This is an optimization exercise on Yosys and OpenROAD, whose aim is small area, a short achievable clock period and few clock cycles per item, not a production implementation. Function was checked by simulation only, so behaviour that the tests miss may differ from the original.

==> design/flow/design.v <==
`timescale 1ns / 1ps
module pe_quad #(
    parameter integer WIDTH = 16,
    parameter integer FRAC_BITS = 10,
    parameter integer DEGREE = 3          
)(
    input  logic             clk,
    input  logic             rst_n,
    input  logic             start, 
    input  logic signed [WIDTH-1:0] x_A, x_B, x_C, x_D,
    input  logic signed [WIDTH-1:0] coeff_in, 
    output logic [1:0]       curr_thread,
    output logic [7:0]       curr_k,
    output logic             done, 
    output logic signed [WIDTH-1:0] y_A, y_B, y_C, y_D
);
    logic [1:0] thread_idx;
    logic [7:0] k; 
    logic active;
    assign curr_thread = thread_idx;
    assign curr_k = k;
    logic [1:0] thread_idx_d1, thread_idx_d2, thread_idx_d3;
    logic [7:0] k_d1, k_d2, k_d3;
    logic active_d1, active_d2, active_d3;
    logic signed [WIDTH-1:0] b_next [0:3];
    logic signed [WIDTH-1:0] b_prev [0:3];
    logic signed [WIDTH-1:0] current_x, current_b;
    logic signed [WIDTH-1:0] reg_x, reg_b;
    always_comb begin
        case (thread_idx)
            0: begin current_x = x_A; current_b = b_next[0]; end
            1: begin current_x = x_B; current_b = b_next[1]; end
            2: begin current_x = x_C; current_b = b_next[2]; end
            3: begin current_x = x_D; current_b = b_next[3]; end
        endcase
    end
    always_ff @(posedge clk or negedge rst_n) begin
        if (!rst_n) begin
            reg_x <= 0; reg_b <= 0;
            thread_idx_d1 <= 0; k_d1 <= 0; active_d1 <= 0;
        end else begin
            reg_x <= current_x; reg_b <= current_b;
            thread_idx_d1 <= thread_idx;
            k_d1 <= k;
            active_d1 <= active;
        end
    end
    logic signed [2*WIDTH-1:0] mult_reg;
    always_ff @(posedge clk or negedge rst_n) begin
        if (!rst_n) begin
            mult_reg <= 0;
            thread_idx_d2 <= 0; k_d2 <= 0; active_d2 <= 0;
        end else begin
            mult_reg <= reg_x * reg_b;
            thread_idx_d2 <= thread_idx_d1;
            k_d2 <= k_d1;
            active_d2 <= active_d1;
        end
    end
    logic signed [2*WIDTH-1:0] scaled_product;
    logic signed [WIDTH-1:0] term;
    logic signed [WIDTH-1:0] add_reg;
    always_comb begin
        scaled_product = (k_d2 == 0) ? mult_reg : (mult_reg <<< 1);
        term = WIDTH'((scaled_product + (1 <<< (FRAC_BITS - 1))) >>> FRAC_BITS);
    end
    always_ff @(posedge clk or negedge rst_n) begin
        if (!rst_n) begin
            add_reg <= 0;
            thread_idx_d3 <= 0; k_d3 <= 0; active_d3 <= 0;
        end else begin
            add_reg <= coeff_in + term;
            thread_idx_d3 <= thread_idx_d2;
            k_d3 <= k_d2;
            active_d3 <= active_d2;
        end
    end
    always_ff @(posedge clk or negedge rst_n) begin
        if (!rst_n) begin
            active <= 0; thread_idx <= 0; k <= DEGREE; done <= 0;
            for(int i=0; i<4; i++) begin b_next[i]<=0; b_prev[i]<=0; end
            y_A <= 0; y_B <= 0; y_C <= 0; y_D <= 0;
        end else begin
            done <= 0;
            if (start) begin
                active <= 1; thread_idx <= 0; k <= DEGREE;
                for(int i=0; i<4; i++) begin b_next[i]<=0; b_prev[i]<=0; end
            end else if (active) begin
                if (thread_idx == 3) begin
                    if (k == 0) begin active <= 0; end
                    else begin k <= k - 1; thread_idx <= 0; end
                end else begin
                    thread_idx <= thread_idx + 1;
                end
            end
            if (active_d3) begin
                b_prev[thread_idx_d3] <= b_next[thread_idx_d3];
                b_next[thread_idx_d3] <= add_reg - b_prev[thread_idx_d3];
                if (k_d3 == 0) begin 
                    case (thread_idx_d3)
                        0: y_A <= add_reg - b_prev[0];
                        1: y_B <= add_reg - b_prev[1];
                        2: y_C <= add_reg - b_prev[2];
                        3: y_D <= add_reg - b_prev[3];
                    endcase
                    if (thread_idx_d3 == 3) done <= 1;
                end
            end
        end
    end
endmodule
`timescale 1ns / 1ps
module layer #(
    parameter integer NUM_INPUTS  = 16,
    parameter integer NUM_OUTPUTS = 1,
    parameter integer WIDTH       = 16,
    parameter integer DEGREE      = 3,
    parameter integer ACC_WIDTH   = 22,
    parameter integer REQUANT_SHIFT = 5,    
    parameter MIF_PREFIX = "mem_init/weights_pe_"
)(
    input  logic              clk,
    input  logic              rst_n,
    input  logic              start,
    input  logic signed [WIDTH-1:0] x_in,
    output logic              ready,
    output logic              debug_bit,
    output logic signed [WIDTH-1:0]     y_out,
    output logic signed [ACC_WIDTH-1:0] acc_out
);
    localparam integer NUM_GROUPS     = (NUM_INPUTS + 3) / 4;
    localparam integer MEM_SIZE       = NUM_GROUPS * 4;
    localparam integer COEFFS_PER_IN  = DEGREE + 1;
    localparam integer NUM_COEFF_ROWS = MEM_SIZE * COEFFS_PER_IN;
    localparam integer MEM_DEPTH      = NUM_COEFF_ROWS + 1;
    localparam integer ADDR_BITS      = $clog2(MEM_DEPTH);
    localparam integer GRP_BITS       = $clog2(NUM_GROUPS + 1);
    localparam [ADDR_BITS-1:0] SCALE_ROW_ADDR = NUM_COEFF_ROWS;
    localparam integer PROD_WIDTH = ACC_WIDTH + WIDTH;
    localparam signed [PROD_WIDTH-1:0] SAT_MAX =  32767;
    localparam signed [PROD_WIDTH-1:0] SAT_MIN = -32767;
    typedef enum logic [2:0] {
        IDLE,
        WAIT_FIRST_QUAD,
        FETCH,
        COMPUTE,
        ACCUM_1,
        ACCUM_2,
        REQUANT,
        FINISH
    } state_t;
    state_t state;
    logic signed [WIDTH-1:0] input_buffer [0:MEM_SIZE-1];
    logic [15:0] load_idx;
    logic loading;
    logic [GRP_BITS-1:0] group_idx;
    logic pe_start;
    logic [NUM_OUTPUTS-1:0] pe_dones;
    logic signed [WIDTH-1:0] curr_x_A, curr_x_B, curr_x_C, curr_x_D;
    wire [GRP_BITS+1:0] base_addr = {group_idx, 2'b00};
    assign curr_x_A = input_buffer[base_addr];
    assign curr_x_B = input_buffer[base_addr + 1];
    assign curr_x_C = input_buffer[base_addr + 2];
    assign curr_x_D = input_buffer[base_addr + 3];
    logic signed [WIDTH-1:0] pe_coeff_in [0:NUM_OUTPUTS-1];
    logic [1:0] curr_thread [0:NUM_OUTPUTS-1];
    logic [7:0] curr_k      [0:NUM_OUTPUTS-1];
    logic [ADDR_BITS-1:0] mem_addr;
    logic                  requant_reading;
    always_comb begin
        if (requant_reading)
            mem_addr = SCALE_ROW_ADDR;
        else
            mem_addr = (group_idx * 4 * COEFFS_PER_IN
                        + curr_thread[0] * COEFFS_PER_IN
                        + (DEGREE - curr_k[0]));
    end
    logic signed [ACC_WIDTH-1:0] accumulator [0:NUM_OUTPUTS-1];
    logic signed [WIDTH-1:0] res_A [0:NUM_OUTPUTS-1], res_B [0:NUM_OUTPUTS-1],
                             res_C [0:NUM_OUTPUTS-1], res_D [0:NUM_OUTPUTS-1];
    logic signed [ACC_WIDTH-1:0] sum_AB [0:NUM_OUTPUTS-1];
    logic signed [ACC_WIDTH-1:0] sum_CD [0:NUM_OUTPUTS-1];
    localparam integer LAST_GROUP_VALID = (NUM_INPUTS % 4 == 0) ? 4 : (NUM_INPUTS % 4);
    logic [3:0] thread_mask;
    assign thread_mask = (group_idx == NUM_GROUPS - 1)
                         ? ((1 << LAST_GROUP_VALID) - 1)
                         : 4'b1111;
    logic signed [WIDTH-1:0]       requant_scale [0:NUM_OUTPUTS-1];
    (* keep *) logic signed [WIDTH-1:0] requant_out [0:NUM_OUTPUTS-1];
    localparam integer PE_IDX_BITS = $clog2(NUM_OUTPUTS + 1);
    logic [PE_IDX_BITS-1:0] rq_idx;
    logic [1:0]             rq_phase;
    logic signed [ACC_WIDTH-1:0]   rq_acc_reg;
    logic signed [WIDTH-1:0]       rq_scale_reg;
    logic [PE_IDX_BITS-1:0]        rq_wr_idx;
    logic                          rq_pipe_valid;
    logic signed [PROD_WIDTH-1:0]  rq_product;
    logic [PE_IDX_BITS-1:0]        rq_wr_idx_d1;
    logic                          rq_pipe_valid_d1;
    function automatic logic signed [WIDTH-1:0] saturate_s16(
        input logic signed [PROD_WIDTH-1:0] val
    );
        if (val > SAT_MAX)
            saturate_s16 = 16'sd32767;
        else if (val < SAT_MIN)
            saturate_s16 = -16'sd32767;
        else
            saturate_s16 = val[WIDTH-1:0];
    endfunction
    genvar gi;
    generate
        for (gi = 0; gi < NUM_OUTPUTS; gi++) begin : pes
            localparam [7:0] D0 = 8'd48 + (gi % 10);
            localparam [7:0] D1 = 8'd48 + ((gi / 10) % 10);
            localparam [7:0] D2 = 8'd48 + ((gi / 100) % 10);
            weight_rom #(
                .WIDTH(16),
                .ADDR_BITS(ADDR_BITS),
                .DEPTH(MEM_DEPTH)
            ) weight_ram (
                .clk(clk),
                .address(mem_addr),
                .q(pe_coeff_in[gi])
            );
            pe_quad #(.WIDTH(WIDTH), .DEGREE(DEGREE)) core (
                .clk(clk), .rst_n(rst_n), .start(pe_start),
                .x_A(curr_x_A), .x_B(curr_x_B), .x_C(curr_x_C), .x_D(curr_x_D),
                .coeff_in(pe_coeff_in[gi]),
                .curr_thread(curr_thread[gi]),
                .curr_k(curr_k[gi]),
                .done(pe_dones[gi]),
                .y_A(res_A[gi]), .y_B(res_B[gi]), .y_C(res_C[gi]), .y_D(res_D[gi])
            );
        end
    endgenerate
    always_ff @(posedge clk or negedge rst_n) begin
        if (!rst_n) begin
            loading  <= 0;
            load_idx <= 0;
        end else begin
            if (start) begin
                loading  <= 1;
                load_idx <= 1;
                input_buffer[0] <= x_in;
                for (int p = NUM_INPUTS; p < MEM_SIZE; p++)
                    input_buffer[p] <= '0;
            end else if (loading) begin
                input_buffer[load_idx] <= x_in;
                if (load_idx == NUM_INPUTS - 1) loading <= 0;
                else load_idx <= load_idx + 1;
            end
        end
    end
    always_ff @(posedge clk or negedge rst_n) begin
        if (!rst_n) begin
            rq_product       <= '0;
            rq_wr_idx_d1     <= '0;
            rq_pipe_valid_d1 <= 1'b0;
        end else begin
            rq_product       <= rq_acc_reg * rq_scale_reg;
            rq_wr_idx_d1     <= rq_wr_idx;
            rq_pipe_valid_d1 <= rq_pipe_valid;
        end
    end
    always_ff @(posedge clk or negedge rst_n) begin
        if (!rst_n) begin
            for (int p = 0; p < NUM_OUTPUTS; p++)
                requant_out[p] <= '0;
        end else if (rq_pipe_valid_d1) begin
            requant_out[rq_wr_idx_d1] <= saturate_s16(rq_product >>> REQUANT_SHIFT);
        end
    end
    always_ff @(posedge clk or negedge rst_n) begin
        if (!rst_n) begin
            state     <= IDLE;
            group_idx <= 0;
            ready     <= 0;
            pe_start  <= 0;
            requant_reading <= 0;
            rq_phase  <= 0;
            rq_idx    <= 0;
            rq_acc_reg    <= '0;
            rq_scale_reg  <= '0;
            rq_wr_idx     <= '0;
            rq_pipe_valid <= 1'b0;
            for (int p = 0; p < NUM_OUTPUTS; p++) begin
                accumulator[p]   <= 0;
                sum_AB[p]        <= 0;
                sum_CD[p]        <= 0;
                requant_scale[p] <= 0;
            end
        end else begin
            rq_pipe_valid <= 1'b0;
            case (state)
                IDLE: begin
                    ready <= 0;
                    if (start) begin
                        state     <= WAIT_FIRST_QUAD;
                        group_idx <= 0;
                        for (int p = 0; p < NUM_OUTPUTS; p++) begin
                            accumulator[p] <= 0;
                            sum_AB[p]      <= 0;
                            sum_CD[p]      <= 0;
                        end
                    end
                end
                WAIT_FIRST_QUAD: begin
                    if (load_idx >= 4 || !loading) begin
                        state <= FETCH;
                    end
                end
                FETCH: begin
                    pe_start <= 1;
                    state    <= COMPUTE;
                end
                COMPUTE: begin
                    pe_start <= 0;
                    if (pe_dones[0]) begin
                        state <= ACCUM_1;
                    end
                end
                ACCUM_1: begin
                    for (int p = 0; p < NUM_OUTPUTS; p++) begin
                        sum_AB[p] <= (thread_mask[0] ? res_A[p] : 16'sd0)
                                   + (thread_mask[1] ? res_B[p] : 16'sd0);
                        sum_CD[p] <= (thread_mask[2] ? res_C[p] : 16'sd0)
                                   + (thread_mask[3] ? res_D[p] : 16'sd0);
                    end
                    state <= ACCUM_2;
                end
                ACCUM_2: begin
                    for (int p = 0; p < NUM_OUTPUTS; p++) begin
                        accumulator[p] <= accumulator[p] + sum_AB[p] + sum_CD[p];
                    end
                    if (group_idx >= NUM_GROUPS - 1) begin
                        state           <= REQUANT;
                        requant_reading <= 1;
                        rq_phase        <= 2'd0;
                        rq_idx          <= 0;
                    end else begin
                        group_idx <= group_idx + 1;
                        state     <= FETCH;
                    end
                end
                REQUANT: begin
                    case (rq_phase)
                        2'd0: begin
                            rq_phase <= 2'd1;
                        end
                        2'd1: begin
                            rq_phase <= 2'd2;
                            rq_idx   <= 0;
                        end
                        2'd2: begin
                            rq_acc_reg    <= accumulator[rq_idx];
                            rq_scale_reg  <= pe_coeff_in[rq_idx]; 
                            rq_wr_idx     <= rq_idx;
                            rq_pipe_valid <= 1'b1;
                            if (rq_idx == NUM_OUTPUTS - 1) begin
                                rq_phase <= 2'd3;
                            end else begin
                                rq_idx <= rq_idx + 1;
                            end
                        end
                        2'd3: begin
                            requant_reading <= 0;
                            state           <= FINISH;
                        end
                    endcase
                end
                FINISH: begin
                    ready <= 1;
                    state <= IDLE;
                end
            endcase
        end
    end
    (* keep *) logic [NUM_OUTPUTS*ACC_WIDTH-1:0] pe_accum_results;
    (* keep *) logic [NUM_OUTPUTS*WIDTH-1:0]     pe_requant_results;
    genvar j;
    generate
        for (j = 0; j < NUM_OUTPUTS; j++) begin : pack_results
            assign pe_accum_results[j*ACC_WIDTH +: ACC_WIDTH]  = accumulator[j];
            assign pe_requant_results[j*WIDTH +: WIDTH]        = requant_out[j];
        end
    endgenerate
    assign debug_bit = ^pe_accum_results ^ ^pe_requant_results;
    assign y_out   = requant_out[0];
    assign acc_out = accumulator[0];
endmodule
module weight_rom #(
    parameter integer WIDTH     = 16,
    parameter integer ADDR_BITS = 7,
    parameter integer DEPTH     = 65
)(
    input  logic                 clk,
    input  logic [ADDR_BITS-1:0] address,
    output logic [WIDTH-1:0]     q
);
    logic [WIDTH-1:0] mem [0:DEPTH-1];
    logic [ADDR_BITS-1:0] addr_reg;
    initial $readmemh("weights_pe_0.hex", mem);
    always_ff @(posedge clk) begin
        addr_reg <= address;
        q        <= mem[addr_reg];
    end
endmodule
==> design/flow/weights_pe_0.hex <==
ff58
0015
0084
ffd6
fedd
fff4
004c
ffe0
ff70
003a
008d
ffe7
ff32
012e
ff9f
ffcc
fe5c
ffc0
007a
ffe1
fef7
ffae
00a1
fff8
fe8b
ff44
0073
ffdb
ff6a
000f
0058
ffe7
ffcc
003d
0063
ffce
fe97
ff77
0087
ffc3
0168
ffbe
ff94
ffe1
fedf
ffdd
00af
ffde
00b1
002b
ffe1
ffd1
ff17
fff5
00d4
ffd7
00fb
00aa
fff2
ffd1
ff09
fff8
0111
ffee
0400
==> design/flow/run.sh <==
#!/bin/bash
# synth_recipe.tcl (not shown) runs the flow's synth.tcl, then flattens the netlist and writes it again
# the make line also repeats each setting of config.mk as NAME=value (left out here)
make -C /OpenROAD-flow-scripts/flow DESIGN_CONFIG=/design/flow/config.mk WORK_HOME=/design/flow/orfs CLKGATE_MAP_FILE= SYNTH_SCRIPT=/design/flow/synth_recipe.tcl finish
==> design/flow/config.mk <==
export PLATFORM = sky130hd
export DESIGN_NAME = layer
export DESIGN_NICKNAME = layer
export VERILOG_FILES = /design/flow/design.v
export SDC_FILE = /design/flow/constraint.sdc
export NUM_CORES = 4
export LEC_CHECK = 0
export CAP_MARGIN = 20
export CORE_MARGIN = 2
export CORE_UTILIZATION = 40
export SLEW_MARGIN = 20
==> design/flow/constraint.sdc <==
create_clock -name core_clock -period 10.0 [get_ports {clk}]
set_input_delay 2.0000 -clock core_clock [delete_from_list [all_inputs] [get_ports {clk}]]
set_output_delay 2.0000 -clock core_clock [all_outputs]
set_load 0.01 [all_outputs]
==> results.txt <==
metal layers:
metal | track usage | wire, µm | vias to the layer above | share of wire
met3 | 0.0218 | 6060 | 201 | 0.043
met4 | 0.0558 | 3780 | 0 | 0.027
met5 | 0 | 0 | - | 0
li1 | - | - | 18000 | -
met1 | 0.279 | 65000 | 19500 | 0.46
met2 | 0.327 | 67700 | 844 | 0.47
how the worst min path moves through the flow:
stage,start,to,depth (start not counted)
floorplan,pes[0].core.active_d1$_DFF_PN0_,pes[0].core.active_d2$_DFF_PN0_,0
global placement,pes[0].core.thread_idx_d2[0]$_DFF_PN0_,pes[0].core.thread_idx_d3[0]$_DFF_PN0_,0
detailed placement,pes[0].core.active_d1$_DFF_PN0_,pes[0].core.active_d2$_DFF_PN0_,0
CTS,pes[0].core.k_d1[1]$_DFF_PN0_,pes[0].core.k_d2[1]$_DFF_PN0_,0
global route,pes[0].core.thread_idx_d2[1]$_DFF_PN0_,pes[0].core.thread_idx_d3[1]$_DFF_PN0_,0
finish,pes[0].core.k_d1[5]$_DFF_PN0_,pes[0].core.k_d2[5]$_DFF_PN0_,0
area by class of cell:
type                            count  area (µm²)  share of cell area
Timing Repair Buffer              121        1070              0.0174
Antenna cell                        1        2.50           0.0000406
Sequential cell                   745       19800               0.322
Clock inverter                     47         592             0.00959
Tap cell                         1876        2350              0.0380
Multi-Input combinational cell   3657       32400               0.526
Inverter                          812        3050              0.0494
Clock buffer                      114        2370              0.0384
worst max-delay path, cell delays in order (launching register included):
cell      delay [ns]
dfrtp_1         0.86
nand2_1         0.18
fa_1            0.58
inv_1           0.05
fa_1            0.47
fa_1            0.50
fa_1            0.50
fa_1            0.49
inv_1           0.05
fa_1            0.48
inv_1           0.04
ha_1            0.31
a211oi_1        0.25
nor2_1          0.07
a211oi_1        0.41
o21a_1          0.25
nand3_1         0.12
a221o_1         0.40
a21oi_2         0.21
o21bai_2        0.12
nor4b_1         0.34
a211o_1         0.14
through the flow:
step | hold slack (ns) | utilization
floorplan | 0.331 | -
global placement | 0.331 | 0.420
detailed placement | 0.335 | 0.420
CTS | 0.348 | 0.442
global route | 0.353 | 0.442
finish | 0.348 | 0.442
==> reports/qor.yml <==
status: "no timing/DRC/antenna violations"
dieArea_um2: 144000
htree_levels: 3
post_cts_buffers: 0
area_growth_pct: 9.34
synth_area_um2: 56400
syn_inst: 5490
nets: 6364
antenna_left: 0
grt_pass1_wl_um: 227000
track_usage: 0.199
final_common_cell: "inv_1"
largest_reg_flops: 256
die_width_um: 380
cp.required_ns: 10.59
mostFrequentLayoutCells: "810 x inv_1, 654 x nand2_1, 576 x fa_1"
slew_violations: 0
rsz0062_at_grt: "no"
fin_area_um2: 61700
tns_ns: 0
cts_tree: "yes"
timing.final.setup_violations: 0
port_buffers: 58
dr.first_iter.drc_count: 2719
min_path_type: "register to register"
core-area_um2: 140000
drcViolationCount: 0
gp_congestion: 0.869
synth_area_per_cell_um2: 10.3
reg2reg_depth: 21
arrival_ns: 7.51
end_kind: "register"
yosysWarnings: 24
biggestRegsByFlops: "input_buffer: 256 flops, pes.core.b_next: 64 flops, pes.core.b_prev: 64 flops"
grt_pass1_vias: 39500
cts_resized: 0
dpl_worst_slack_ns: 3.03
cp-start-kind: "register"
drt_first_pass_iters: 6
wirelength_um: 143000
cp_max_fo: 23
regMostFlops: "input_buffer"
die_height_um: 380
r2r_end: "rq_product[31]$_DFF_PN0_"
insertion_delay_ns: 0.70
grt_overflow_total: 0
cp-startpoint: "rq_scale_reg[4]$_DFFE_PN0P_"
grt_max_degree: 157
drv_cap: 0
fin_crit_sh: 0.692
initial_core_util: 0.404
hold_viol: 0
period_needed_ns: 6.92
worst_pin_slew_ns: 1.07
endpoint: "rq_product[31]$_DFF_PN0_"
clk_pin_slew_ns: 0.06
cts_root_buf: "clkbuf_16"
critPathKind: "register to register"
rr_startpoint: "rq_scale_reg[4]$_DFFE_PN0P_"
cts_hold_buf: 0
wl_per_cell_um: 19.3
drive_above_1_share: 0.0535
hpwl_um: 104000
cts_buffers: 87
drt-vias-per-instance: 5.22
io_pins: 59
rrSetupSlack_ns: 3.08
layoutNonFillerInstCount: 7373
timing.max_slew.rel_slack: 0.286
setup_slack_ns: 3.08
antenna_found_initial: 3
fmax_mhz: 145
finalClockSkew_ns: 0.0575
nFillCells: 13200
synth_nets: 6430
rows: 137
place_area_um2: 58700
clkSinkCount: 745
place_inst: 7211
vias: 38500
clock_path_buffers: 3
Testbench counts, summed over its fixed seeds: cycles 40,712, items 384.

==> afterwards: timing with drivers on the ports <==
The flow's constraints put no driver on any port. The routed layout listed below was extracted and timed again, unchanged, in two steps.
Step 1 (the two cells are an assumption about what drives the block):
set clk [get_ports {clk}]
set_driving_cell -lib_cell sky130_fd_sc_hd__clkbuf_16 $clk
set_driving_cell -lib_cell sky130_fd_sc_hd__buf_2 [delete_from_list [all_inputs] $clk]
Step 2 adds t to the input delays and takes it off the output delays; t is the mean of the earliest and latest rising clock arrival at the registers after step 1. Input paths then give back, and output paths get back, about the clock's delay inside the block.
a / b / c = ideal ports / drivers / drivers and shift; a / b = the first two.
t, ns: 0.761
setup WS [ns]: 3.085 / 3.085 / 3.085
hold WS [ns]: 0.348 / 0.348 / 0.348
cell pins on the clock port's net: 1
After both steps this run still meets setup and hold. The setup slack of this run moves by 0.000 ns with the drivers and by 0.000 ns with both steps.
